From an optimization exercise on the open Yosys and OpenROAD flow, aimed at small area, a short achievable clock period and few clock cycles per item; shortcuts taken in it are not production practice. Only simulation tests tie the RTL to the original design; equivalence was not proved. Power and IR drop assume default switching activity.

$ cat flow/run.sh
#!/bin/bash
# Standard ORFS flow (the standard.sh, standard synthesis unchanged);
# the only change is the cell used to buffer the ports: buf_1 instead of
# the default clkdlybuf4s50_1 (every port still gets its own buffer).
set -o pipefail
bash standard.sh BUFFER_PORTS_ARGS="-buffer_cell sky130_fd_sc_hd__buf_1" finish > flow_make.log 2>&1
$ cat standard.sh
#!/bin/bash
# synth_recipe.tcl (not shown) runs the flow's synth.tcl, then flattens the netlist and writes it again
# the make line also repeats each setting of config.mk as NAME=value (left out here)
make -C /OpenROAD-flow-scripts/flow DESIGN_CONFIG=/design/flow/config.mk WORK_HOME=/design/flow/orfs CLKGATE_MAP_FILE= SYNTH_SCRIPT=/design/flow/synth_recipe.tcl "${@:-finish}"
$ cat config.mk
export PLATFORM = sky130hd
export DESIGN_NAME = speck_rc4_keygen
export DESIGN_NICKNAME = speck_rc4_keygen
export VERILOG_FILES = /design/flow/design.v
export SDC_FILE = /design/flow/constraint.sdc
export NUM_CORES = 4
export LEC_CHECK = 0
export ABC_CLOCK_PERIOD_IN_PS = 4000
export CAP_MARGIN = 20
export CORE_MARGIN = 2
export CORE_UTILIZATION = 40
export CTS_CLUSTER_DIAMETER = 100
export CTS_CLUSTER_SIZE = 16
export SETUP_SLACK_MARGIN = 2.8
export SLEW_MARGIN = 20
$ cat constraint.sdc
create_clock -name core_clock -period 7.0 [get_ports {clk}]
set_input_delay 1.4000 -clock core_clock [delete_from_list [all_inputs] [get_ports {clk}]]
set_output_delay 1.4000 -clock core_clock [all_outputs]
set_load 0.01 [all_outputs]
$ cat design.v
`timescale 1ns / 1ps
module adder_speck(ain1,
             ain2,
             add_out,
             c56
    );
    input [63:0] ain1;
    input [63:0] ain2;
    output [63:0] add_out;
    output c56;                  
    wire [63:0] G [0:6];
    wire [63:0] P [0:6];
    assign G[0] = ain1 & ain2;
    assign P[0] = ain1 ^ ain2;
    genvar l, i;
    generate
        for (l = 0; l < 6; l = l + 1) begin : lv
            for (i = 0; i < 64; i = i + 1) begin : bt
                if (i & (1 << l)) begin : c
                    localparam integer J = ((i >> l) << l) - 1;
                    assign G[l+1][i] = G[l][i] | (P[l][i] & G[l][J]);
                    assign P[l+1][i] = P[l][i] & P[l][J];
                end else begin : p
                    assign G[l+1][i] = G[l][i];
                    assign P[l+1][i] = P[l][i];
                end
            end
        end
    endgenerate
    assign add_out = P[0] ^ {G[6][62:0], 1'b0};
    assign c56 = G[6][55];
endmodule
`timescale 1ns / 1ps
module shift_right_speck(in,
                   out
    );
    input[63:0] in;
    output[63:0] out;
    assign out = (in>>7);
endmodule
`timescale 1ns / 1ps
module shift_left_speck(in,
                  out
    );
    input[63:0] in;
    output[63:0] out;
    assign out = (in<<2);
endmodule
`timescale 1ns / 1ps
module adder_rc4(input [3:0] in1,in2,
             output [4:0] out
    );
        assign out = in1+in2;
endmodule
`timescale 1ns / 1ps
module mod16_rc4(input  [4:0] in,
              output [3:0] out
    );
    assign out = (in % 16);
endmodule
`timescale 1ns / 1ps
module speck_rc4_keygen (
    input             clk,
    input             rst,
    input             start,
    input      [63:0] X,
    input      [63:0] Y1,
    input      [63:0] K1,
    input      [63:0] H1,
    input      [3:0]  add_to_read,
    output            ready,
    output     [3:0]  out,
    output     [31:0] final_out
);
    reg        idle, speck, hash, ksa, prga, flush;
    reg [3:0]  cnt;             
    reg [3:0]  jAq, r2, r3;     
    reg [3:0]  tAr, tBr, aval;  
    reg        asel;
    reg [63:0] A, B, K, C;
    wire [63:0] sum;
    wire        c56;
    adder_speck add (.ain1(A >> 7), .ain2(B), .add_out(sum), .c56(c56));
    wire [63:0] r_new = sum ^ (hash ? (A << 2) : K);           
    wire [63:0] ky    = K ^ (B << 2);
    wire [63:0] y_new = sum ^ ky;
    wire [63:0] h0    = (sum << 2) ^ ((ky << 2) ^ C);          
    wire [7:0] htop0 = ({7'd0, A[63]} + B[63:56])        ^ A[61:54];
    wire [7:0] htop1 = ({7'd0, A[63]} + B[63:56] + 8'd1) ^ A[61:54];
    wire [7:0] htop  = c56 ? htop1 : htop0;
    wire [3:0] k0_0  = htop0[7:4];
    wire [3:0] k0_1  = htop1[7:4];
    wire [3:0] kk_0  = htop0[7:4] + htop0[3:0];
    wire [3:0] kk_1  = htop1[7:4] + htop1[3:0];
    wire [3:0] kk    = c56 ? kk_1 : kk_0;
    function [3:0] rd(input [63:0] s, input [3:0] idx);
        rd = s[4*idx +: 4];
    endfunction
    wire [3:0] o0 = {3'd0, prga};           
    wire [3:0] o1 = {2'd0, prga, ~prga};    
    wire [3:0] ka = A[63:60];               
    wire [3:0] kb = A[59:56];               
    wire [3:0] sa = prga ? B[7:4]  : B[3:0];
    wire [3:0] sb = prga ? B[11:8] : B[7:4];
    wire [3:0] jAr = jAq;
    wire [3:0] sjA = rd(B, jAr);
    wire       c1  = (jAr == o1);
    wire [3:0] sbA = c1 ? sa : sb;
    wire [3:0] jBr = c1 ? r3 : r2;
    wire [3:0] sjB = (jBr == jAr) ? sa : (jBr == o0) ? sjA : rd(B, jBr);
    reg [63:0] Bn;
    integer p;
    always @* begin
        for (p = 0; p < 16; p = p + 1)
            Bn[4*p +: 4] = (p[3:0] == jBr) ? sbA :
                           (p[3:0] == o1)  ? sjB :
                           (p[3:0] == jAr) ? sa  :
                           (p[3:0] == o0)  ? sjA : B[4*p +: 4];
    end
    wire [3:0] nb2  = 4'd14 - cnt;                  
    wire [3:0] sa_n = sa + nb2;
    wire [3:0] sb_n = sb + nb2;
    wire [3:0] tAs  = (sa - cnt) + sjA;             
    wire [3:0] tAn  = sa_n + sjA;                   
    wire [3:0] tBn  = (c1 ? sa_n : sb_n) + sjB;     
    wire       ksa_last = ksa && (cnt == 4'd14);
    wire       prga_nx  = prga || ksa_last;
    reg        nxp;        
    reg        nlast;      
    wire [3:0] s2_nx = (jBr == 4'd2) ? sbA : (jAr == 4'd2) ? sa : B[11:8];
    wire [3:0] s3_nx = (jBr == 4'd3) ? sbA : (jAr == 4'd3) ? sa : B[15:12];
    wire [3:0] s4_nx = (jBr == 4'd4) ? sbA : (jAr == 4'd4) ? sa : B[19:16];
    wire [3:0] sa_nx = nxp ? s3_nx : s2_nx;
    wire [3:0] sb_nx = nxp ? s4_nx : s3_nx;
    wire [3:0] kn2  = A[55:52] - 4'd2;
    wire [3:0] kkn2 = A[55:52] + A[51:48] - 4'd2;
    wire [3:0] qa   = c1 ? r3 + kn2  : r2 + kn2;
    wire [3:0] qk   = c1 ? r3 + kkn2 : r2 + kkn2;
    wire [3:0] qam  = nlast ? 4'd0 : qa;          
    wire [3:0] qkm  = nlast ? 4'd0 : qk;          
    wire [3:0] jA_nx = qam + sa_nx;
    wire [3:0] r2_nx = qkm + sa_nx + sb_nx;
    wire [3:0] r3_nx = qkm + {sa_nx[2:0], 1'b0};
    wire [3:0] ksA = asel ? aval : rd(B, tAr);
    wire [3:0] ksB = rd(B, tBr);
    reg [63:0] S_init;
    always @* begin
        for (p = 0; p < 16; p = p + 1)
            S_init[4*p +: 4] = p[3:0];
    end
    always @(posedge clk) begin
        if (rst) begin
            idle  <= 1'b1;
            speck <= 1'b0;
            hash  <= 1'b0;
            ksa   <= 1'b0;
            prga  <= 1'b0;
            flush <= 1'b0;
        end else begin
            if (idle && start) begin
                idle  <= 1'b0;
                speck <= 1'b1;
            end
            if (speck && cnt == 4'd6) begin
                speck <= 1'b0;
                hash  <= 1'b1;
            end
            if (hash && cnt == 4'd7) begin
                hash <= 1'b0;
                ksa  <= 1'b1;
            end
            if (ksa_last) begin
                ksa  <= 1'b0;
                prga <= 1'b1;
            end
            if (prga && cnt == 4'd14) begin
                prga  <= 1'b0;
                flush <= 1'b1;
            end
            if (flush) begin
                flush <= 1'b0;
                idle  <= 1'b1;
            end
        end
    end
    always @(posedge clk) begin
        nxp   <= prga || ksa_last || (ksa && cnt == 4'd12);
        nlast <= ksa && (cnt == 4'd12);
        if (idle || flush) begin
            cnt <= 4'd0;
        end else if (speck) begin
            cnt <= (cnt == 4'd6) ? 4'd0 : cnt + 4'd1;
        end else if (hash) begin
            cnt   <= (cnt == 4'd7) ? 4'd0 : cnt + 4'd1;
        end else begin
            cnt   <= cnt + 4'd2;
        end
        jAq  <= hash ? (c56 ? k0_1 : k0_0) : jA_nx;     
        r2   <= hash ? kk + 4'd1 : r2_nx;               
        r3   <= hash ? kk : r3_nx;                      
        tAr  <= tAn;
        tBr  <= tBn;
        asel <= (tAs == o1) || (tAs == jBr);
        aval <= (tAs == o1) ? sbA : sjB;
    end
    always @(posedge clk) begin
        if (idle) begin
            if (start)
                A <= X;
            B <= Y1;
            K <= K1;
            C <= H1;
        end else if (speck) begin
            A <= (cnt == 4'd6) ? h0 : r_new;
            B <= (cnt == 4'd6) ? K : y_new;
        end else if (hash) begin
            A <= r_new;
            B <= (cnt == 4'd7) ? S_init : K;
        end else begin    
            A <= {A[55:0], (ksa ? 8'd0 : {ksA, ksB})};
            B <= {Bn[7:0], Bn[63:8]};
        end
    end
    assign ready = idle;
    wire [3:0] KS [0:15];
    genvar gi;
    generate
        for (gi = 0; gi < 16; gi = gi + 1) begin : g_ks
            assign KS[gi] = A[63 - 4*gi -: 4];
        end
    endgenerate
    assign out       = KS[add_to_read];
    assign final_out = {KS[0] ^ KS[2],  KS[1] ^ KS[3],
                        KS[4] ^ KS[6],  KS[5] ^ KS[7],
                        KS[8] ^ KS[10], KS[9] ^ KS[11],
                        KS[12] ^ KS[14], KS[13] ^ KS[15]};
endmodule
==> key figures, run 1 <==
Run status
  – Result of the run: complete, no violations

Synth
  – Unique masters post-synth: 86
  – Synth Cell Area: 0.0248 sq mm
  – Post-Syn Area per Cell: 9.54 sq um
  – Synthesized netlist cell count: 2,599
  – Async S/R FF share, synth: 0
  – Fraction of post-synthesis cell area in the top cell type by area: 0.232
  – Share of the yosys chip area belonging to registers: 0.314
  – Synth top cells by count: 253 x sky130_fd_sc_hd__xnor2_1, 237 x sky130_fd_sc_hd__nand2_1, 192 x sky130_fd_sc_hd__edfxtp_1, 182 x sky130_fd_sc_hd__nor2_1
  – Post-synth EDFFs: 192
  – Cell types occupying the most area after synthesis: sky130_fd_sc_hd__edfxtp_1 23%, sky130_fd_sc_hd__xnor2_1 8.9%, sky130_fd_sc_hd__dfxtp_1 8.2%
  – Synth Net Count: ~3,000
  – Main flop type after synthesis: sky130_fd_sc_hd__edfxtp_1
  – Post-synthesis register bit count: 293
  – Yosys warns: 2
  – Library cell with the highest instance count after synthesis: sky130_fd_sc_hd__xnor2_1
  – Cell type with the highest aggregate area in the netlist: sky130_fd_sc_hd__edfxtp_1

Clock network
  – CTS tree: yes
  – Number of CTS-inserted buffers: 24
  – Buffer type at the clock tree root: sky130_fd_sc_hd__clkbuf_16
  – Clock slew at reported path FFs: 0.08 ns
  – Clock latency reported for the late side of the worst-skew pair: around 0.59 ns
  – Clock sinks: 293
  – Maximum clock path buffer count: 3
  – H-tree level count: 1

Global route
  – Number of antenna violations at the first check in global routing: 3
  – Global-route congestion overflow total: 0
  – Via count of the first global-routing pass: 22,900
  – GR Util All Layers: 0.336
  – Pin count of the biggest net entering global routing: 93
  – Global-route wire length before repair: ~160,000 um

Timing
  – Peak Freq: 0.227 GHz
  – Fin. max-slew vios: 0
  – Part of the cycle the worst path needs: 0.630
  – Post-Route Setup TNS: 0 ns
  – Final setup viols: 0
  – Setup skew after layout: 0.0299 ns
  – Slew @ Worst Pin: 1.14 ns
  – Minimum clock period: 4.41 ns
  – RSZ-0062 raised after global routing: true
  – Total count of hold-check failures in the final report: 0
  – Slew HR: 0.243
  – Worst path setup slack after routing: between 2 and 3 ns

Detailed routing
  – First-pass iteration count of the detailed router: 6
  – Drt total wl: 112,000 um
  – Via density per instance: 6.37
  – DRC: 0
  – 1st-iter DRT viols: 3,057
  – Via count: 23,800
  – Routed length per instance: 30.0 um
  – Final ANT Viol Nets: 0

Critical path
  – Maximum fanout count along the critical path: 8
  – Data arrival time of the critical path: 3.01 ns
  – Worst endpoint required time: 5.60 ns
  – Cell-by-cell trace of the critical path: buf_12 > buf_12 > nor2b_4 > nand2_1 > nor2_1 > a311o_1 > a222oi_1 > a31oi_2 > buf_2
  – Max stage delay on crit path: 0.45 ns
  – Cell at the slowest stage of the critical path: sky130_fd_sc_hd__a222oi_1
  – Worst setup SP type: input pin
  – Family with the most delay on the worst path: compound AO/OA/AOI/OAI gates
  – Buffers plus inverters on the worst setup path: 3
  – WP depth: 9
  – Critical register-to-register path startpoint: jAq[1]
  – CP Capture Type: primary output
  – Cell type with the highest occurrence count on the critical path: sky130_fd_sc_hd__buf_12
  – Worst Reg2Reg Path Length in Cells: 19
  – Register-to-register setup slack: 2.74 ns
  – Critical R2R Capture: r2[3]
  – Startpoint-to-endpoint class of the critical path: in -> out

Power
  – Worst IR Drop VDD: 0.252 mV
  – Overall power consumption: 13,800 uW
  – Fraction of power consumed by combinational cells: 0.690
  – Power share of the sequential group: 0.207
  – Pwr Density: 477 mW/mm^2
  – P_int: between 6000 and 7000 uW
  – Cell leakage power: 0.0106 uW
  – Switching Power: between 6000 and 7000 uW
  – Switching part of the total power: 0.495
  – Portion of total power attributed to the clock network: 0.103

Job
  – Max-Cap Viols: 0

Place
  – Input/output buffers: ~300
  – DP HPWL: 80,800 um
  – Gp weighted congestion: around 1.0
  – Cell total after placement: around 3,600
  – Pre-CTS WS: 1.58 ns

Hold path
  – Worst hold endpoint: cnt[0]
  – Hold Crit Class: reg -> reg
  – Count of cells along the worst hold path: 1
  – Worst Hold Launch: flush

Cells and area
  – Core utilization of the finished layout: 0.473
  – Count of nets after finishing: 3,309
  – Area growth from synthesis to final layout: 17.2%
  – Proportion of layout cells with a drive suffix above 1: 0.144
  – Final cell count without fillers: 3,729

Floorplanning
  – Die X-Extent: 253 um
  – Initial Utilization: 0.403
  – Ports placed on the boundary: 300
  – Die area: approximately 0.064 sq mm
  – Number of cell rows: between 90 and 100
  – Die height: 253 um
  – Area of the core: 0.0615 sq mm
## repair_timing
item / in CTS / in global routing
gates cloned: 3 / 6
pin swaps: 15 / 19
gates resized for setup: 77 / 82
setup buffers: 49 / 40
setup endpoints to repair: 68 / 44
hold buffers: 0 / 0
hold endpoints to repair: 0 / 0
## layout make-up
class / instances / area, sq um
fillers: 5821 / 32400
multi-input cells: 2064 / 16600
flip-flops and latches: 293 / 7830
repair buffers: 453 / 2590
well taps: 790 / 988
clock buffers: 38 / 696
inverters: 83 / 322
clock inverters: 6 / 51.3
repair inverters: 1 / 5.00
diodes: 1 / 2.50
## power by group through the flow
stage	clock [uW]	combinational [uW]	sequential (uW)
2_1_floorplan	0	6320	2500
3_3_place_gp	0	8510	2880
3_5_place_dp	0	8540	2880
4_1_cts	1440	8920	2830
5_1_grt	1500	10100	2880
6_report	1420	9560	2870
## through the flow
step                      instance area [sq um]  hold slack, ns
after detailed placement                  26800           0.566
after CTS                                 28300           0.578
after global placement                    26800           0.546
final                                     29100           0.597
after floorplan                           24900           0.483
after global routing                      29100           0.604
## registers in the layout, indices dropped and copies added (netlist names)
signal / count
A: 64
B: 64
C: 64
K: 64
asel: 1
aval: 4
cnt: 4
flush: 1
hash: 1
idle: 1
jAq: 4
ksa: 1
nlast: 1
nxp: 1
prga: 1
r2: 4
r3: 4
speck: 1
tAr: 4
tBr: 4
## worst max-delay path by stage
stage,start,to
CTS,add_to_read[0],out[2]
detailed placement,jAq[1],r2[3]
finish,add_to_read[0],out[2]
global placement,jAq[1],r2[3]
floorplan,jAq[0],r2[3]
global route,prga,r2[3]
## layout by cell type (no fill, tap or decap), types with 27 or more instances in the layout
| master | count |
|---|---|
| sky130_fd_sc_hd__a211oi_1 | 27 |
| sky130_fd_sc_hd__nand2_1 | 234 |
| sky130_fd_sc_hd__inv_1 | 77 |
| sky130_fd_sc_hd__ha_1 | 97 |
| sky130_fd_sc_hd__buf_4 | 133 |
| sky130_fd_sc_hd__buf_1 | 291 |
| sky130_fd_sc_hd__clkbuf_16 | 30 |
| sky130_fd_sc_hd__edfxtp_1 | 192 |
| sky130_fd_sc_hd__dfxtp_1 | 80 |
| sky130_fd_sc_hd__mux2_2 | 27 |
| sky130_fd_sc_hd__a22oi_1 | 29 |
| sky130_fd_sc_hd__mux2i_1 | 99 |
| sky130_fd_sc_hd__o21ai_0 | 146 |
| sky130_fd_sc_hd__mux4_2 | 64 |
| sky130_fd_sc_hd__a21oi_1 | 145 |
| sky130_fd_sc_hd__o211ai_1 | 32 |
| sky130_fd_sc_hd__xor2_1 | 154 |
| sky130_fd_sc_hd__xnor2_1 | 247 |
| sky130_fd_sc_hd__a221oi_1 | 63 |
| sky130_fd_sc_hd__o21a_1 | 36 |
| sky130_fd_sc_hd__nor2_1 | 171 |
| sky130_fd_sc_hd__a2bb2oi_1 | 30 |
## layer usage
| metal | global-route usage | wire (um) |
|---|---|---|
| met1 | 0.433 | 43300 |
| met2 | 0.533 | 50600 |
| met3 | 0.0620 | 10900 |
| met4 | 0.181 | 6920 |
| met5 | 0 | 42 |
## cells by family (layout without fill, tap and decap cells)
family,Yosys count,after routing,synth area share
muxes,196,196,0.114
other,0,1,0
xor gates and xnor gates,423,423,0.156
DFF,293,293,0.314
AOI/OAI and AO/OA,736,737,0.202
adders and majority gates,126,126,0.0708
and+or+nand+nor,581,582,0.105
buffers and inverters,244,581,0.0385
Testbench counts, summed over its fixed seeds: cycles 10,560, items 320.
==> run 2, diff against run 1 <==
--- a/config.mk
+++ b/config.mk
@@ -12,4 +12,5 @@
 export CTS_CLUSTER_DIAMETER = 100
 export CTS_CLUSTER_SIZE = 16
-export SETUP_SLACK_MARGIN = 2.8
+export PLACE_DENSITY = 0.75
+export SETUP_SLACK_MARGIN = 2.6
 export SLEW_MARGIN = 20
==> run 2 against run 1 <==
Net effect:
- largest power group unchanged
- sequential share of layout area rose by 0.18 points
- design area decreased by 0.86%
- critical endpoint unchanged
- power fell by 1.3%
- non-clock buffer count down 3
==> key figures, run 2 <==
Place
  – Cell total after placement: 3,595 (+0.25%)
  – Input/output buffers: 299 (unchanged)
  – DP HPWL: 80,300 um (-0.64%)
  – Gp weighted congestion: 1.06 (+5.4%)

Synth
  – Async S/R FF share, synth: 0 (unchanged)
  – Synth Cell Area: 0.0248 sq mm (unchanged)
  – Cell type with the highest aggregate area in the netlist: sky130_fd_sc_hd__edfxtp_1
  – Fraction of post-synthesis cell area in the top cell type by area: 0.232 (unchanged)
  – Library cell with the highest instance count after synthesis: sky130_fd_sc_hd__xnor2_1
  – Synth Net Count: 2,988 (unchanged)
  – Cell types occupying the most area after synthesis: sky130_fd_sc_hd__edfxtp_1 23%, sky130_fd_sc_hd__xnor2_1 8.9%, sky130_fd_sc_hd__dfxtp_1 8.2%
  – Unique masters post-synth: 86 (unchanged)
  – Post-synthesis register bit count: 293 (unchanged)
  – Post-Syn Area per Cell: 9.54 sq um (unchanged)
  – Share of the yosys chip area belonging to registers: 0.314 (unchanged)
  – Post-synth EDFFs: 192 (unchanged)
  – Synthesized netlist cell count: 2,599 (unchanged)
  – Yosys warns: 2 (unchanged)
  – Main flop type after synthesis: sky130_fd_sc_hd__edfxtp_1
  – Synth top cells by count: 253 x sky130_fd_sc_hd__xnor2_1, 237 x sky130_fd_sc_hd__nand2_1, 192 x sky130_fd_sc_hd__edfxtp_1, 182 x sky130_fd_sc_hd__nor2_1

Critical path
  – Cell at the slowest stage of the critical path: sky130_fd_sc_hd__a222oi_1
  – Critical R2R Capture: A[56]
  – Maximum fanout count along the critical path: 5 (-3)
  – Worst endpoint required time: 5.60 ns (about the same)
  – Register-to-register setup slack: 2.67 ns (-0.07 ns)
  – Data arrival time of the critical path: 3.03 ns (+0.02 ns)
  – Max stage delay on crit path: 0.41 ns (-0.04 ns)
  – Startpoint-to-endpoint class of the critical path: in -> out
  – Worst Reg2Reg Path Length in Cells: 13 (-6)
  – Critical register-to-register path startpoint: B[38]
  – Worst setup SP type: input pin
  – CP Capture Type: primary output
  – Worst setup path start: add_to_read[0]
  – Cell type with the highest occurrence count on the critical path: sky130_fd_sc_hd__buf_12
  – Cell-by-cell trace of the critical path: buf_12 > buf_12 > nor2b_4 > nand2_2 > nor2_2 > a311o_1 > a222oi_1 > a31oi_2 > buf_2

Timing
  – Fin. max-slew vios: 0 (unchanged)
  – Worst hold slack: 0.619 ns (+0.0225 ns)
  – Slew HR: 0.303 (+0.0603)
  – Peak Freq: 0.226 GHz (-0.38%)
  – Total count of hold-check failures in the final report: 0 (unchanged)
  – Post-Route Setup TNS: 0 ns (unchanged)
  – Minimum clock period: 4.43 ns (+0.0170 ns)
  – RSZ-0062 raised after global routing: true
  – Setup skew after layout: 0.0303 ns (+0.000402 ns)
  – Part of the cycle the worst path needs: 0.632 (+0.00242)
  – Final setup viols: 0 (unchanged)
  – Slew @ Worst Pin: 1.04 ns (-0.0918 ns)

Power
  – Pwr Density: 475 mW/mm^2 (-0.42%)
  – Cell leakage power: 0.0105 uW (-0.99%)
  – Worst IR Drop VDD: 0.272 mV (+7.6%)

Hold path
  – Count of cells along the worst hold path: 2 (+1)
  – Hold Crit Class: reg -> reg
  – Worst Hold Launch: ksa
  – Worst hold endpoint: ksa

Detailed routing
  – Drt total wl: 112,000 um (+0.18%)
  – 1st-iter DRT viols: 3,783 (+24%)
  – Routed length per instance: 30.1 um (+0.37%)
  – First-pass iteration count of the detailed router: 9 (+3)
  – Via count: 24,300 (+2.3%)
  – Final ANT Viol Nets: 0 (unchanged)
  – DRC: 0 (unchanged)
  – Via density per instance: 6.53 (+2.5%)

Run status
  – Result of the run: complete, no violations

Global route
  – Pin count of the biggest net entering global routing: 70 (-25%)
  – Global-route congestion overflow total: 0 (unchanged)
  – GR Util All Layers: 0.336 (+0.000725)
  – Number of antenna violations at the first check in global routing: 4 (+1)
  – Global-route wire length before repair: 157,000 um (-0.68%)
  – Via count of the first global-routing pass: 22,700 (-0.83%)

Cells and area
  – Area occupied by multi-input gates: 0.0165 sq mm (-0.27%)
  – Leading cell types in the layout, fill and taps excluded: 293 x sky130_fd_sc_hd__buf_1, 246 x sky130_fd_sc_hd__xnor2_1, 233 x sky130_fd_sc_hd__nand2_1, 192 x sky130_fd_sc_hd__edfxtp_1, 171 x sky130_fd_sc_hd__nor2_1
  – Core utilization of the finished layout: 0.469 (-0.00405)
  – Count of nets after finishing: 3,304 (-0.15%)
  – Fill count: 5,816 (-0.086%)
  – Proportion of layout cells with a drive suffix above 1: 0.135 (-0.00916)
  – Final cell count without fillers: 3,722 (-0.19%)
  – FF/Latch Area: 0.00782 sq mm (-0.21%)
  – Most common cell after layout, fill and taps aside: sky130_fd_sc_hd__buf_1
  – Area growth from synthesis to final layout: 16.2%

Job
  – Max-Cap Viols: 0 (unchanged)

Clock network
  – Clock sinks: 293 (unchanged)
  – CTS tree: yes
  – Clock slew at reported path FFs: 0.08 ns (about the same)
  – H-tree level count: 1 (unchanged)
  – Buffer type at the clock tree root: sky130_fd_sc_hd__clkbuf_16
  – Clock latency reported for the late side of the worst-skew pair: 0.59 ns (about the same)
  – Number of CTS-inserted buffers: 22 (-8.3%)
  – Maximum clock path buffer count: 3 (unchanged)

Floorplanning
  – Ports placed on the boundary: 300 (unchanged)
  – Die X-Extent: 253 um (unchanged)
  – Area of the core: 0.0615 sq mm (unchanged)
  – Number of cell rows: 91 (unchanged)
  – Die height: 253 um (unchanged)
  – Initial Utilization: 0.403 (unchanged)
  – Die area: 0.0640 sq mm (unchanged)
[run 2: how the worst max path moves through the flow]
stage | to | depth (start not counted) | slack (ns)
after floorplan | r2[3] | 21 | 2.64
after global placement | r2[3] | 19 | 1.53
after detailed placement | r2[3] | 19 | 1.47
after CTS | r2[3] | 19 | 2.52
after global routing | r2[3] | 20 | 2.53
final | out[2] | 9 | 2.57
[run 2: report_power, final]
group / total [uW] / switching, uW / internal (uW)
Clock: 1320 / 701 / 615
Sequential: 2910 / 698 / 2210
Combinational: 9440 / 5410 / 4040
Total: 13700 / 6810 / 6870
[run 2: cells by family after synthesis]
group,after synthesis,share of synthesized area
buf+inv,244,0.0385
mux,196,0.114
flops,293,0.314
simple gates,581,0.105
xor+xnor,423,0.156
compound gates,736,0.202
fa+ha+maj,126,0.0708
[run 2: timing repair]
| item | in CTS | in global routing |
|---|---|---|
| endpoints found under the hold margin | 0 | 0 |
| setup buffers | 22 | 55 |
| gates cloned | 3 | 6 |
| hold buffers | 0 | 0 |
| endpoints found under the setup margin | 34 | 26 |
| gates resized for setup | 63 | 76 |
| pin swaps | 7 | 19 |
[run 2: layout make-up]
| type | instances | share of cell area |
|---|---|---|
| timing repair buffer | 450 | 0.0869 |
| tap | 790 | 0.0343 |
| clock buffer | 37 | 0.0218 |
| inverter | 83 | 0.0113 |
| multi-input combinational | 2064 | 0.574 |
| timing repair inverter | 1 | 0.000174 |
| sequential | 293 | 0.271 |
| clock inverter | 2 | 0.000478 |
| antenna | 2 | 0.000174 |
[run 2: worst max-delay path: cells and delay by family]
kind / cells / cell delay [ns]
compound gates: 3 / 0.95
simple gates: 3 / 0.25
buf+inv: 3 / 0.43
[run 2: through the flow]
stage	setup slack, ns	power [uW]	instance area (sq um)
final	2.57	13700	28800
after floorplan	2.64	8790	24800
after global routing	2.53	14200	28800
after detailed placement	1.47	11300	26800
after CTS	2.52	12900	28000
after global placement	1.53	11300	26800
[run 2: layer usage]
metal | vias to the layer above | track usage | routed length, um
li1 | 10300 | - | -
met3 | 497 | 0.0866 | 15300
met5 | - | 0 | 13
met2 | 2102 | 0.506 | 47400
met1 | 11500 | 0.426 | 40200
met4 | 2 | 0.221 | 8980
==> run 3, diff against run 2 <==
--- a/config.mk
+++ b/config.mk
@@ -11,6 +11,5 @@
 export CORE_UTILIZATION = 40
 export CTS_CLUSTER_DIAMETER = 100
-export CTS_CLUSTER_SIZE = 16
-export PLACE_DENSITY = 0.75
+export CTS_CLUSTER_SIZE = 22
 export SETUP_SLACK_MARGIN = 2.6
 export SLEW_MARGIN = 20
==> run 3 against run 2 <==
Net effect:
- global-route usage grew 1.7 points
- highest routed layer unchanged
- count of clock-buffer cells in the layout shrank 9
- wire length grew 3.6%
- clock skew grew 0.0048 ns
- first-iteration DRC count shrank 20%
- largest cell class unchanged
- design area shrank 0.65%
==> key figures, run 3 <==
Job
  – Max-Cap Viols: 0 (unchanged)

Synth
  – Post-synth EDFFs: 192 (unchanged)
  – Library cell with the highest instance count after synthesis: sky130_fd_sc_hd__xnor2_1
  – Post-Syn Area per Cell: 9.54 sq um (unchanged)
  – Fraction of post-synthesis cell area in the top cell type by area: 0.232 (unchanged)
  – Yosys warns: 2 (unchanged)
  – Cell type with the highest aggregate area in the netlist: sky130_fd_sc_hd__edfxtp_1
  – Post-synthesis register bit count: 293 (unchanged)
  – Synth Cell Area: 0.0248 sq mm (unchanged)
  – Main flop type after synthesis: sky130_fd_sc_hd__edfxtp_1
  – Share of the yosys chip area belonging to registers: 0.314 (unchanged)
  – Unique masters post-synth: 86 (unchanged)
  – Async S/R FF share, synth: 0 (unchanged)
  – Synth top cells by count: 253 x sky130_fd_sc_hd__xnor2_1, 237 x sky130_fd_sc_hd__nand2_1, 192 x sky130_fd_sc_hd__edfxtp_1, 182 x sky130_fd_sc_hd__nor2_1
  – Synth Net Count: 2,988 (unchanged)
  – Synthesized netlist cell count: 2,599 (unchanged)
  – Cell types occupying the most area after synthesis: sky130_fd_sc_hd__edfxtp_1 23%, sky130_fd_sc_hd__xnor2_1 8.9%, sky130_fd_sc_hd__dfxtp_1 8.2%

Power
  – Pwr Density: 477 mW/mm^2 (+0.55%)
  – Overall power consumption: 13,700 uW (about the same)
  – Cell leakage power: 0.0104 uW (-0.81%)
  – Worst IR Drop VDD: 0.286 mV (+5.4%)

Critical path
  – Buffers plus inverters on the worst setup path: 5 (+2)
  – Family with the most delay on the worst path: adder cells
  – Max stage delay on crit path: 0.46 ns (+0.05 ns)
  – CP Capture Type: flip-flop
  – Cell-by-cell trace of the critical path: buf_12 > nor3b_4 > o21ai_4 > mux2i_4 > buf_6 > inv_1 > buf_6 > ha_1 > inv_1 > fa_1 > nor2_4 > fa_1 > ha_1 > fa_2 > xor2_1 > xnor2_1 > xnor2_1 > xnor2_1 > nor2_1 > a21oi_1
  – Worst setup SP type: flip-flop
  – Critical register-to-register path startpoint: jAq[0]
  – Startpoint-to-endpoint class of the critical path: reg -> reg
  – Worst Reg2Reg Path Length in Cells: 20 (+7)
  – Cell at the slowest stage of the critical path: sky130_fd_sc_hd__fa_1
  – Register-to-register setup slack: 2.58 ns (-0.09 ns)
  – Data arrival time of the critical path: 4.94 ns (+1.91 ns)
  – Worst endpoint required time: 7.51 ns (+1.91 ns)
  – Cell type with the highest occurrence count on the critical path: sky130_fd_sc_hd__xnor2_1
  – Maximum fanout count along the critical path: 14 (+9)
  – Critical R2R Capture: r2[3]

Floorplanning
  – Ports placed on the boundary: 300 (unchanged)
  – Die X-Extent: 253 um (unchanged)
  – Area of the core: 0.0615 sq mm (unchanged)
  – Number of cell rows: 91 (unchanged)
  – Die height: 253 um (unchanged)
  – Die area: 0.0640 sq mm (unchanged)
  – Initial Utilization: 0.403 (unchanged)

Clock network
  – Clock slew at reported path FFs: 0.09 ns (about the same)
  – CTS tree: yes
  – Clock latency reported for the late side of the worst-skew pair: 0.59 ns (about the same)
  – Buffer type at the clock tree root: sky130_fd_sc_hd__clkbuf_16
  – Maximum clock path buffer count: 3 (unchanged)
  – Cts hold-fix bufs: 0 (unchanged)
  – Number of CTS-inserted buffers: 22 (unchanged)
  – Clock sinks: 293 (unchanged)
  – H-tree level count: 1 (unchanged)

Global route
  – GR Util All Layers: 0.353 (+0.0167)
  – Global-route wire length before repair: 163,000 um (+4.3%)
  – Global-route met1 utilization: 0.464 (+0.0382)
  – Number of antenna violations at the first check in global routing: 7 (+3)
  – GRT met2 Usage: 0.565 (+0.0585)
  – Met3 GRT Util: 0.0589 (-0.0277)
  – Global-route congestion overflow total: 0 (unchanged)
  – Pin count of the biggest net entering global routing: 94 (+34%)
  – Via count of the first global-routing pass: 23,000 (+1.1%)
  – Most Used Layer, Global Route: met2

Detailed routing
  – Via density per instance: 6.44 (-1.5%)
  – Via count: 23,800 (-2.2%)
  – 1st-iter DRT viols: 3,021 (-20%)
  – Final ANT Viol Nets: 0 (unchanged)
  – DRC: 0 (unchanged)
  – Routed length per instance: 31.4 um (+4.4%)
  – First-pass iteration count of the detailed router: 9 (unchanged)
  – Drt total wl: 116,000 um (+3.6%)

Timing
  – Fin. max-slew vios: 0 (unchanged)
  – Post-Route Setup TNS: 0 ns (unchanged)
  – RSZ-0062 raised after global routing: true
  – Minimum clock period: 4.42 ns (-0.00236 ns)
  – Slew @ Worst Pin: 1.04 ns (-0.00627 ns)
  – Part of the cycle the worst path needs: 0.632 (about the same)
  – Final setup viols: 0 (unchanged)
  – Slew HR: 0.306 (+0.00258)
  – Setup skew after layout: 0.0351 ns (+0.00478 ns)
  – Peak Freq: 0.226 GHz (about the same)
  – Total count of hold-check failures in the final report: 0 (unchanged)

Cells and area
  – Most common cell after layout, fill and taps aside: sky130_fd_sc_hd__buf_1
  – Count of nets after finishing: 3,273 (-0.94%)
  – Area growth from synthesis to final layout: 15.4%
  – Final cell count without fillers: 3,693 (-0.78%)
  – Leading cell types in the layout, fill and taps excluded: 292 x sky130_fd_sc_hd__buf_1, 248 x sky130_fd_sc_hd__xnor2_1, 236 x sky130_fd_sc_hd__nand2_1, 192 x sky130_fd_sc_hd__edfxtp_1, 171 x sky130_fd_sc_hd__nor2_1
  – Proportion of layout cells with a drive suffix above 1: 0.124 (-0.0110)

Place
  – Input/output buffers: 299 (unchanged)
  – Cell total after placement: 3,593 (-0.056%)
  – DP HPWL: 86,200 um (+7.4%)
  – Gp weighted congestion: 0.975 (-7.6%)

Hold path
  – Worst Hold Launch: flush
  – Worst hold endpoint: cnt[0]
  – Count of cells along the worst hold path: 1 (-1)
  – Hold Crit Class: reg -> reg

Run status
  – Result of the run: complete, no violations
run 3: cell counts after synthesis:
Identical to the previous run, type by type.
run 3: layout make-up:
| class | count | area (sq um) |
|---|---|---|
| antenna | 3 | 7.51 |
| clock buffer | 28 | 594 |
| clock inverter | 12 | 176 |
| fill | 5870 | 32900 |
| inverter | 83 | 314 |
| multi-input combinational | 2063 | 16400 |
| sequential | 293 | 7820 |
| tap | 790 | 988 |
| timing repair buffer | 421 | 2290 |
run 3: kinds of logic (layout without fill, tap and decap cells):
| kind of cell | Yosys count | count (layout) | share of synthesized area |
|---|---|---|---|
| compound gates | 736 | 737 | 0.202 |
| simple gates | 581 | 581 | 0.105 |
| xor+xnor | 423 | 423 | 0.156 |
| flops | 293 | 293 | 0.314 |
| buf+inv | 244 | 544 | 0.0385 |
| mux | 196 | 196 | 0.114 |
| fa+ha+maj | 126 | 126 | 0.0708 |
| other cells | 0 | 3 | 0 |
run 3: worst register-to-register path: stages, from the launching register on:
cell and delay [ns]:
sky130_fd_sc_hd__dfxtp_4 0.38, sky130_fd_sc_hd__buf_12 0.16, sky130_fd_sc_hd__nor3b_4 0.17, sky130_fd_sc_hd__o21ai_4 0.32, sky130_fd_sc_hd__mux2i_4 0.31, sky130_fd_sc_hd__buf_6 0.13, sky130_fd_sc_hd__inv_1 0.05, sky130_fd_sc_hd__buf_6 0.15
sky130_fd_sc_hd__ha_1 0.22, sky130_fd_sc_hd__inv_1 0.08, sky130_fd_sc_hd__fa_1 0.46, sky130_fd_sc_hd__nor2_4 0.14, sky130_fd_sc_hd__fa_1 0.41, sky130_fd_sc_hd__ha_1 0.23, sky130_fd_sc_hd__fa_2 0.34, sky130_fd_sc_hd__xor2_1 0.16
sky130_fd_sc_hd__xnor2_1 0.13, sky130_fd_sc_hd__xnor2_1 0.20, sky130_fd_sc_hd__xnor2_1 0.15, sky130_fd_sc_hd__nor2_1 0.06, sky130_fd_sc_hd__a21oi_1 0.14
run 3: what timing repair did:
item | in CTS | in global routing
setup endpoints to repair | 42 | 36
cloned | 4 | 4
resized for setup | 65 | 54
buffers inserted | 16 | 32
pin swaps | 7 | 16
run 3: routing by layer:
metal  vias up  wire length (um)  share of wire
met3       349             11200          0.096
met4         8              6690          0.058
met5         -                50        0.00043
li1      10200                 -              -
met2      1541             52500           0.45
met1     11700             45500           0.39
run 3: stage by stage:
step	setup slack (ns)	utilization	hold WS, ns	cell area, sq um
2_1_floorplan	2.64	-	0.483	24800
3_3_place_gp	1.73	0.437	0.550	26900
3_5_place_dp	1.65	0.437	0.569	26900
4_1_cts	2.49	0.456	0.579	28100
5_1_grt	2.42	0.465	0.603	28600
6_report	2.58	0.466	0.594	28600
run 3: how the worst max path moves through the flow:
stage          startpoint     to  cells after the start
2_1_floorplan        prga  r2[3]                     21
3_3_place_gp       jAq[0]  r2[3]                     18
3_5_place_dp       jAq[0]  r2[3]                     18
4_1_cts            jAq[0]  r2[3]                     20
5_1_grt            jAq[0]  r2[3]                     20
6_report           jAq[0]  r2[3]                     20
run 3: where the power goes:
part / internal (uW) / leakage, uW / total [uW] / switching, uW
Clock: 685 / 0.000373 / 1460 / 777
Combinational: 3920 / 0.00724 / 9260 / 5340
Sequential: 2210 / 0.00278 / 2930 / 719
==> run 4, diff against run 3 <==
--- a/config.mk
+++ b/config.mk
@@ -11,5 +11,6 @@
 export CORE_UTILIZATION = 40
 export CTS_CLUSTER_DIAMETER = 100
-export CTS_CLUSTER_SIZE = 22
+export CTS_CLUSTER_SIZE = 16
+export PLACE_DENSITY = 0.88
 export SETUP_SLACK_MARGIN = 2.6
 export SLEW_MARGIN = 20
==> run 4 against run 3 <==
Net effect:
- worst hold slack lost 0.023 ns
- critical path depth fell by 12
- clock power shrank 9.6%
- critical endpoint is now out[2]
- non-clock buffer count shrank 7
- wire length shrank 5.1%
- sequential share of layout area increased by 0.20 points
- largest power group unchanged
- utilization fell by 0.34 points
- combinational power down 1%
==> key figures, run 4 <==
Critical path
  – Buffers plus inverters on the worst setup path: 3 (-2)
  – Worst Reg2Reg Path Length in Cells: 17 (-15%)
  – Family with the most delay on the worst path: compound AO/OA/AOI/OAI gates
  – Register-to-register setup slack: 2.59 ns (about the same)
  – Critical R2R Capture: tBr[3]
  – Maximum fanout count along the critical path: 17 (+3)
  – Cell-by-cell trace of the critical path: buf_4 > buf_6 > nor2b_2 > a22oi_1 > o22ai_1 > a22oi_1 > a31oi_2 > buf_2
  – CP Capture Type: primary output
  – Startpoint-to-endpoint class of the critical path: in -> out
  – Data arrival time of the critical path: 3.06 ns (-1.88 ns)
  – Max stage delay on crit path: 0.31 ns (-0.15 ns)
  – Critical register-to-register path startpoint: jAq[0]
  – Worst setup SP type: input pin
  – Cell at the slowest stage of the critical path: sky130_fd_sc_hd__a31oi_2
  – Cell type with the highest occurrence count on the critical path: sky130_fd_sc_hd__a22oi_1
  – Worst endpoint required time: 5.60 ns (-1.91 ns)

Detailed routing
  – Via density per instance: 6.66 (+3.5%)
  – First-pass iteration count of the detailed router: 9 (unchanged)
  – 1st-iter DRT viols: 4,041 (+34%)
  – Final ANT Viol Nets: 0 (unchanged)
  – DRC: 0 (unchanged)
  – Routed length per instance: 29.9 um (-4.9%)
  – Via count: 24,600 (+3.4%)
  – Drt total wl: 110,000 um (-5.1%)

Floorplanning
  – Number of cell rows: 91 (unchanged)
  – Die height: 253 um (unchanged)
  – Die area: 0.0640 sq mm (unchanged)
  – Initial Utilization: 0.403 (unchanged)
  – Ports placed on the boundary: 300 (unchanged)
  – Area of the core: 0.0615 sq mm (unchanged)
  – Die X-Extent: 253 um (unchanged)

Clock network
  – Cts hold-fix bufs: 0 (unchanged)
  – Number of CTS-inserted buffers: 22 (unchanged)
  – Maximum clock path buffer count: 3 (unchanged)
  – H-tree level count: 1 (unchanged)
  – Buffer type at the clock tree root: sky130_fd_sc_hd__clkbuf_16
  – Clock slew at reported path FFs: 0.09 ns (about the same)
  – Clock sinks: 293 (unchanged)
  – Clock latency reported for the late side of the worst-skew pair: 0.58 ns (about the same)
  – CTS tree: yes

Timing
  – Fin. max-slew vios: 0 (unchanged)
  – Peak Freq: 0.224 GHz (-0.88%)
  – Total count of hold-check failures in the final report: 0 (unchanged)
  – Worst path setup slack after routing: 2.54 ns (-0.0394 ns)
  – Post-Route Setup TNS: 0 ns (unchanged)
  – Slew HR: 0.184 (-0.122)
  – RSZ-0062 raised after global routing: true
  – Minimum clock period: 4.46 ns (+0.0394 ns)
  – Part of the cycle the worst path needs: 0.638 (+0.00562)
  – Slew @ Worst Pin: 1.22 ns (+0.185 ns)
  – Final setup viols: 0 (unchanged)
  – Setup skew after layout: 0.0225 ns (-0.0126 ns)

Synth
  – Post-synthesis register bit count: 293 (unchanged)
  – Async S/R FF share, synth: 0 (unchanged)
  – Post-Syn Area per Cell: 9.54 sq um (unchanged)
  – Main flop type after synthesis: sky130_fd_sc_hd__edfxtp_1
  – Share of the yosys chip area belonging to registers: 0.314 (unchanged)
  – Synth Cell Area: 0.0248 sq mm (unchanged)
  – Unique masters post-synth: 86 (unchanged)
  – Synthesized netlist cell count: 2,599 (unchanged)
  – Yosys warns: 2 (unchanged)
  – Post-synth EDFFs: 192 (unchanged)
  – Cell type with the highest aggregate area in the netlist: sky130_fd_sc_hd__edfxtp_1
  – Synth top cells by count: 253 x sky130_fd_sc_hd__xnor2_1, 237 x sky130_fd_sc_hd__nand2_1, 192 x sky130_fd_sc_hd__edfxtp_1, 182 x sky130_fd_sc_hd__nor2_1
  – Cell types occupying the most area after synthesis: sky130_fd_sc_hd__edfxtp_1 23%, sky130_fd_sc_hd__xnor2_1 8.9%, sky130_fd_sc_hd__dfxtp_1 8.2%
  – Fraction of post-synthesis cell area in the top cell type by area: 0.232 (unchanged)
  – Library cell with the highest instance count after synthesis: sky130_fd_sc_hd__xnor2_1
  – Synth Net Count: 2,988 (unchanged)

Run status
  – Result of the run: complete, no violations

Hold path
  – Count of cells along the worst hold path: 2 (+1)
  – Worst hold endpoint: ksa
  – Worst Hold Launch: ksa
  – Hold Crit Class: reg -> reg

Cells and area
  – Fill count: 5,654 (-3.7%)
  – Area growth from synthesis to final layout: 14.6%
  – Most common cell after layout, fill and taps aside: sky130_fd_sc_hd__buf_1
  – Area occupied by multi-input gates: 0.0165 sq mm (+0.16%)
  – Leading cell types in the layout, fill and taps excluded: 293 x sky130_fd_sc_hd__buf_1, 249 x sky130_fd_sc_hd__xnor2_1, 235 x sky130_fd_sc_hd__nand2_1, 192 x sky130_fd_sc_hd__edfxtp_1, 171 x sky130_fd_sc_hd__nor2_1
  – Count of nets after finishing: 3,266 (-0.21%)
  – Final cell area excluding filler cells: 0.0284 sq mm (-0.72%)
  – Proportion of layout cells with a drive suffix above 1: 0.122 (-0.00177)
  – FF/Latch Area: 0.00782 sq mm (unchanged)

Power
  – Pwr Density: 473 mW/mm^2 (-0.84%)
  – Worst IR Drop VDD: 0.277 mV (-3.1%)
  – Overall power consumption: 13,400 uW (-1.6%)
  – Cell leakage power: 0.0102 uW (-1.5%)

Place
  – Area after DPL: 0.0267 sq mm (-0.39%)
  – Input/output buffers: 299 (unchanged)
  – DP HPWL: 79,600 um (-7.6%)
  – Gp weighted congestion: 1.04 (+7.1%)
  – Pre-CTS WS: 1.61 ns (-0.0402 ns)

Job
  – Max-Cap Viols: 0 (unchanged)

Global route
  – Pin count of the biggest net entering global routing: 103 (+9.6%)
  – GR Util All Layers: 0.331 (-0.0219)
  – Via count of the first global-routing pass: 23,300 (+1.6%)
  – Global-route congestion overflow total: 0 (unchanged)
  – Number of antenna violations at the first check in global routing: 5 (-2)
  – Global-route wire length before repair: 156,000 um (-4.7%)
run 4: metrics by stage:
step / hold WS [ns] / std cells / util
3_5_place_dp: 0.549 / 3582 / 0.435
4_1_cts: 0.561 / 3637 / 0.452
6_report: 0.571 / 3687 / 0.462
2_1_floorplan: 0.483 / 2599 / -
5_1_grt: 0.580 / 3683 / 0.462
3_3_place_gp: 0.540 / 3582 / 0.435
run 4: what timing repair did:
action	in CTS	in global routing
setup endpoints to repair	38	31
gates resized for setup	71	64
cloned	1	1
pin swaps	6	18
buffers inserted	14	45
run 4: report_power, final:
group	leakage (uW)	internal (uW)	total [uW]	switching [uW]
combinational	0.00715	3910	9140	5220
clock	0.000314	629	1320	690
sequential	0.00277	2210	2990	776
run 4: worst max path at each step:
stage | start | depth (start not counted) | slack [ns] | to
2_1_floorplan | prga | 21 | 2.64 | r2[3]
3_3_place_gp | jAq[0] | 19 | 1.72 | r2[3]
3_5_place_dp | jAq[0] | 19 | 1.61 | r2[3]
4_1_cts | jAq[0] | 19 | 2.58 | r2[3]
5_1_grt | jAq[0] | 19 | 2.49 | r2[3]
6_report | add_to_read[2] | 8 | 2.54 | out[2]
run 4: logic make-up after synthesis:
| kind of cell | Yosys count | synth area share |
|---|---|---|
| simple gates | 581 | 0.105 |
| compound gates | 736 | 0.202 |
| xor+xnor | 423 | 0.156 |
| fa+ha+maj | 126 | 0.0708 |
| flops | 293 | 0.314 |
| buf+inv | 244 | 0.0385 |
| mux | 196 | 0.114 |
run 4: tightest hold or removal path: cells and delay by family (launching register included):
kind               cells  cell delay [ns]
DFF                    1             0.39
AOI/OAI and AO/OA      1             0.06
and+or+nand+nor        1             0.09
run 4: layer usage:
layer,track usage,wire [um]
met4,0.229,9760
met5,0,27
met3,0.100,16300
met1,0.400,37400
met2,0.506,46600
run 4: layout make-up:
| type | instances | area share |
|---|---|---|
| flip-flops and latches | 293 | 0.275 |
| repair buffers | 414 | 0.0758 |
| well taps | 790 | 0.0348 |
| diodes | 4 | 0.000352 |
| clock inverters | 1 | 0.000396 |
| multi-input cells | 2063 | 0.579 |
| clock buffers | 39 | 0.0227 |
| inverters | 83 | 0.0115 |
==> run 5, diff against run 4 <==
--- a/config.mk
+++ b/config.mk
@@ -11,6 +11,6 @@
 export CORE_UTILIZATION = 40
 export CTS_CLUSTER_DIAMETER = 100
-export CTS_CLUSTER_SIZE = 16
-export PLACE_DENSITY = 0.88
-export SETUP_SLACK_MARGIN = 2.6
+export CTS_CLUSTER_SIZE = 22
+export PLACE_DENSITY = 0.75
+export SETUP_SLACK_MARGIN = 2.5
 export SLEW_MARGIN = 20
==> run 5 against run 4 <==
Net effect:
- still clean on timing, DRC and antenna
- sequential power about the same
- sequential share of layout area increased by 0.52 points
- setup slack got worse by 0.053 ns
- non-clock buffer count shrank 40
- via count fell by 1.9%
- critical path type is now reg -> reg
- largest power group unchanged
==> key figures, run 5 <==
Critical path
  – CP Capture Type: flip-flop
  – Data arrival time of the critical path: 5.01 ns (+1.95 ns)
  – Critical register-to-register path startpoint: prga
  – Maximum fanout count along the critical path: 31 (+14)
  – Register-to-register setup slack: 2.48 ns (-0.11 ns)
  – Worst Reg2Reg Path Length in Cells: 18 (+1)
  – Worst endpoint required time: 7.50 ns (+1.90 ns)
  – Worst setup SP type: flip-flop
  – Critical R2R Capture: r2[3]
  – Startpoint-to-endpoint class of the critical path: reg -> reg

Job
  – Max-Cap Viols: 0 (unchanged)

Synth
  – Fraction of post-synthesis cell area in the top cell type by area: 0.232 (unchanged)
  – Share of the yosys chip area belonging to registers: 0.314 (unchanged)
  – Async S/R FF share, synth: 0 (unchanged)
  – Cell type with the highest aggregate area in the netlist: sky130_fd_sc_hd__edfxtp_1
  – Synth top cells by count: 253 x sky130_fd_sc_hd__xnor2_1, 237 x sky130_fd_sc_hd__nand2_1, 192 x sky130_fd_sc_hd__edfxtp_1, 182 x sky130_fd_sc_hd__nor2_1
  – Post-synth EDFFs: 192 (unchanged)
  – Post-Syn Area per Cell: 9.54 sq um (unchanged)
  – Synth Cell Area: 0.0248 sq mm (unchanged)
  – Synthesized netlist cell count: 2,599 (unchanged)
  – Unique masters post-synth: 86 (unchanged)
  – Main flop type after synthesis: sky130_fd_sc_hd__edfxtp_1
  – Yosys warns: 2 (unchanged)
  – Cell types occupying the most area after synthesis: sky130_fd_sc_hd__edfxtp_1 23%, sky130_fd_sc_hd__xnor2_1 8.9%, sky130_fd_sc_hd__dfxtp_1 8.2%
  – Synth Net Count: 2,988 (unchanged)
  – Library cell with the highest instance count after synthesis: sky130_fd_sc_hd__xnor2_1
  – Post-synthesis register bit count: 293 (unchanged)

Clock network
  – Buffer type at the clock tree root: sky130_fd_sc_hd__clkbuf_16
  – Number of CTS-inserted buffers: 18 (-18%)
  – CTS tree: yes
  – Maximum clock path buffer count: 3 (unchanged)
  – Clock sinks: 293 (unchanged)
  – Clock latency reported for the late side of the worst-skew pair: 0.59 ns (about the same)
  – Clock slew at reported path FFs: 0.10 ns (about the same)
  – H-tree level count: 1 (unchanged)
  – Cts hold-fix bufs: 0 (unchanged)

Detailed routing
  – Drt total wl: 110,000 um (-0.41%)
  – Via density per instance: 6.63 (-0.55%)
  – 1st-iter DRT viols: 3,634 (-10%)
  – Routed length per instance: 30.1 um (+0.93%)
  – Final ANT Viol Nets: 0 (unchanged)
  – Via count: 24,100 (-1.9%)
  – DRC: 0 (unchanged)
  – First-pass iteration count of the detailed router: 9 (unchanged)

Floorplanning
  – Initial Utilization: 0.403 (unchanged)
  – Die height: 253 um (unchanged)
  – Area of the core: 0.0615 sq mm (unchanged)
  – Die area: 0.0640 sq mm (unchanged)
  – Number of cell rows: 91 (unchanged)
  – Die X-Extent: 253 um (unchanged)
  – Ports placed on the boundary: 300 (unchanged)

Hold path
  – Count of cells along the worst hold path: 2 (unchanged)
  – Hold Crit Class: reg -> reg
  – Worst Hold Launch: ksa
  – Worst hold endpoint: ksa

Cells and area
  – Final cell count without fillers: 3,638 (-1.3%)
  – Fill count: 5,908 (+4.5%)
  – Count of nets after finishing: 3,222 (-1.3%)
  – Most common cell after layout, fill and taps aside: sky130_fd_sc_hd__buf_1
  – Proportion of layout cells with a drive suffix above 1: 0.0991 (-0.0229)
  – Area growth from synthesis to final layout: 12.2%
  – Leading cell types in the layout, fill and taps excluded: 297 x sky130_fd_sc_hd__buf_1, 248 x sky130_fd_sc_hd__xnor2_1, 235 x sky130_fd_sc_hd__nand2_1, 192 x sky130_fd_sc_hd__edfxtp_1, 173 x sky130_fd_sc_hd__nor2_1

Global route
  – Number of antenna violations at the first check in global routing: 8 (+3)
  – Global-route congestion overflow total: 0 (unchanged)
  – Pin count of the biggest net entering global routing: 149 (+45%)
  – Global-route wire length before repair: 155,000 um (-0.51%)
  – Via count of the first global-routing pass: 22,500 (-3.8%)
  – GR Util All Layers: 0.331 (about the same)

Run status
  – Result of the run: complete, no violations

Power
  – Cell leakage power: 0.00997 uW (-2.6%)
  – Worst IR Drop VDD: 0.269 mV (-3.2%)
  – Pwr Density: 478 mW/mm^2 (+0.99%)

Timing
  – RSZ-0062 raised after global routing: true
  – Slew @ Worst Pin: 1.18 ns (-0.0452 ns)
  – Peak Freq: 0.221 GHz (-1.2%)
  – Fin. max-slew vios: 0 (unchanged)
  – Minimum clock period: 4.52 ns (+0.0531 ns)
  – Setup skew after layout: 0.0382 ns (+0.0157 ns)
  – Part of the cycle the worst path needs: 0.645 (+0.00758)
  – Total count of hold-check failures in the final report: 0 (unchanged)
  – Slew HR: 0.214 (+0.0302)
  – Final setup viols: 0 (unchanged)
  – Post-Route Setup TNS: 0 ns (unchanged)

Place
  – Input/output buffers: 299 (unchanged)
  – Gp weighted congestion: 1.05 (+0.32%)
  – Cell total after placement: 3,589 (+0.20%)
  – DP HPWL: 80,200 um (+0.74%)
-- run 5: cell count changes in the layout (fill, tap and decap cells not counted), sizes merged --
| cell | change |
|---|---|
| inv | +4 |
| clkbuf | -11 |
| diode | -1 |
| buf | -41 |
-- run 5: critical path, cell delays in order (launching register included) --
cell and delay [ns]:
sky130_fd_sc_hd__dfxtp_1 0.43, sky130_fd_sc_hd__buf_6 0.33, sky130_fd_sc_hd__mux2i_1 0.23, sky130_fd_sc_hd__buf_4 0.32, sky130_fd_sc_hd__inv_1 0.14, sky130_fd_sc_hd__nor2_1 0.26
sky130_fd_sc_hd__a21o_1 0.46, sky130_fd_sc_hd__o21ai_0 0.33, sky130_fd_sc_hd__mux2i_1 0.28, sky130_fd_sc_hd__fa_1 0.21, sky130_fd_sc_hd__inv_1 0.04, sky130_fd_sc_hd__ha_1 0.19
sky130_fd_sc_hd__fa_1 0.37, sky130_fd_sc_hd__xor2_1 0.16, sky130_fd_sc_hd__xnor2_1 0.18, sky130_fd_sc_hd__xnor2_1 0.16, sky130_fd_sc_hd__xnor2_1 0.14, sky130_fd_sc_hd__nor2_1 0.06
sky130_fd_sc_hd__a21oi_1 0.11
-- run 5: logic make-up after synthesis --
logic type / after synthesis / synth area share
AO/OA/AOI/OAI: 736 / 0.202
AND/OR/NAND/NOR: 581 / 0.105
XOR/XNOR: 423 / 0.156
flip-flops: 293 / 0.314
buffers and inverters: 244 / 0.0385
multiplexers: 196 / 0.114
adder cells (fa/ha/maj): 126 / 0.0708
-- run 5: stage by stage --
step	hold slack (ns)	total power [uW]	utilization	setup slack, ns	instance area [sq um]
2_1_floorplan	0.483	8780	-	2.60	24800
3_3_place_gp	0.545	11300	0.436	1.89	26800
3_5_place_dp	0.556	11400	0.436	1.88	26800
4_1_cts	0.577	12600	0.447	2.32	27500
5_1_grt	0.619	13800	0.453	2.40	27800
6_report	0.585	13300	0.453	2.48	27800
-- run 5: layer usage --
layer,GRT usage,vias up,part of all wire
li1,-,10100,-
met1,0.416,11500,0.36
met2,0.497,2056,0.43
met3,0.104,501,0.14
met4,0.201,10,0.074
met5,0,-,0.00063
-- run 5: how the worst max path moves through the flow --
stage | start | slack [ns] | to
CTS | jAq[0] | 2.32 | r2[3]
global placement | jAq[0] | 1.89 | r2[3]
finish | prga | 2.48 | r2[3]
global route | prga | 2.40 | r2[3]
floorplan | prga | 2.60 | r2[3]
detailed placement | jAq[0] | 1.88 | r2[3]
-- run 5: final cells by class --
cell class                      count  area (sq um)  share of cell area
Tap cell                          790           988              0.0355
Multi-Input combinational cell   2063         16400               0.589
Sequential cell                   293          7810               0.280
Clock buffer                       27           505              0.0182
Inverter                           83           314              0.0113
Antenna cell                        3          7.51            0.000270
Timing Repair Buffer              374          1780              0.0640
Clock inverter                      5          47.5             0.00171
-- run 5: repair_timing --
| item | CTS | global route |
|---|---|---|
| setup endpoints to repair | 20 | 35 |
| pin swaps | 2 | 3 |
| setup buffers | 2 | 9 |
| gates cloned | 1 | 1 |
| resized for setup | 20 | 51 |
-- run 5: power by group --
| part | switching [uW] | internal [uW] | total, uW | leakage, uW |
|---|---|---|---|---|
| Sequential | 780 | 2210 | 2990 | 0.00277 |
| Combinational | 5310 | 3790 | 9100 | 0.00693 |
| Clock | 697 | 519 | 1220 | 0.000265 |
| Total | 6790 | 6520 | 13300 | 0.00997 |

re-timing with driven ports:
No port has a modelled driver above. Below, the same layouts with a new extraction and two added sets of constraints.
Step 1 assumes that a clkbuf_16 drives the clock port and a buf_2 every other input.
Step 2 times the ports against the registers' clock, not the clock port: input delays grow and output delays shrink by t, the midpoint of the rising clock arrivals with the driver on.
Slacks: ideal ports / drivers / drivers and shift; pairs: ideal ports / drivers.
| run | t, ns | setup WS [ns] | clock arrival spread, ns | cell pins on the clock port's net |
|---|---|---|---|---|
| run 1 | 0.634 | 2.591 / 2.543 / 2.543 | 0.030 / 0.030 | 1 |
| run 2 | 0.635 | 2.574 / 2.508 / 2.508 | 0.030 / 0.030 | 1 |
| run 3 | 0.629 | 2.576 / 2.563 / 2.563 | 0.035 / 0.035 | 1 |
| run 4 | 0.623 | 2.537 / 2.506 / 2.506 | 0.023 / 0.023 | 1 |
| run 5 | 0.623 | 2.484 / 2.484 / 2.484 | 0.038 / 0.039 | 1 |
After both steps every run listed still meets setup and hold. The setup slack of run 2, which loses most, moves by -0.066 ns with the drivers and by -0.066 ns with both steps.
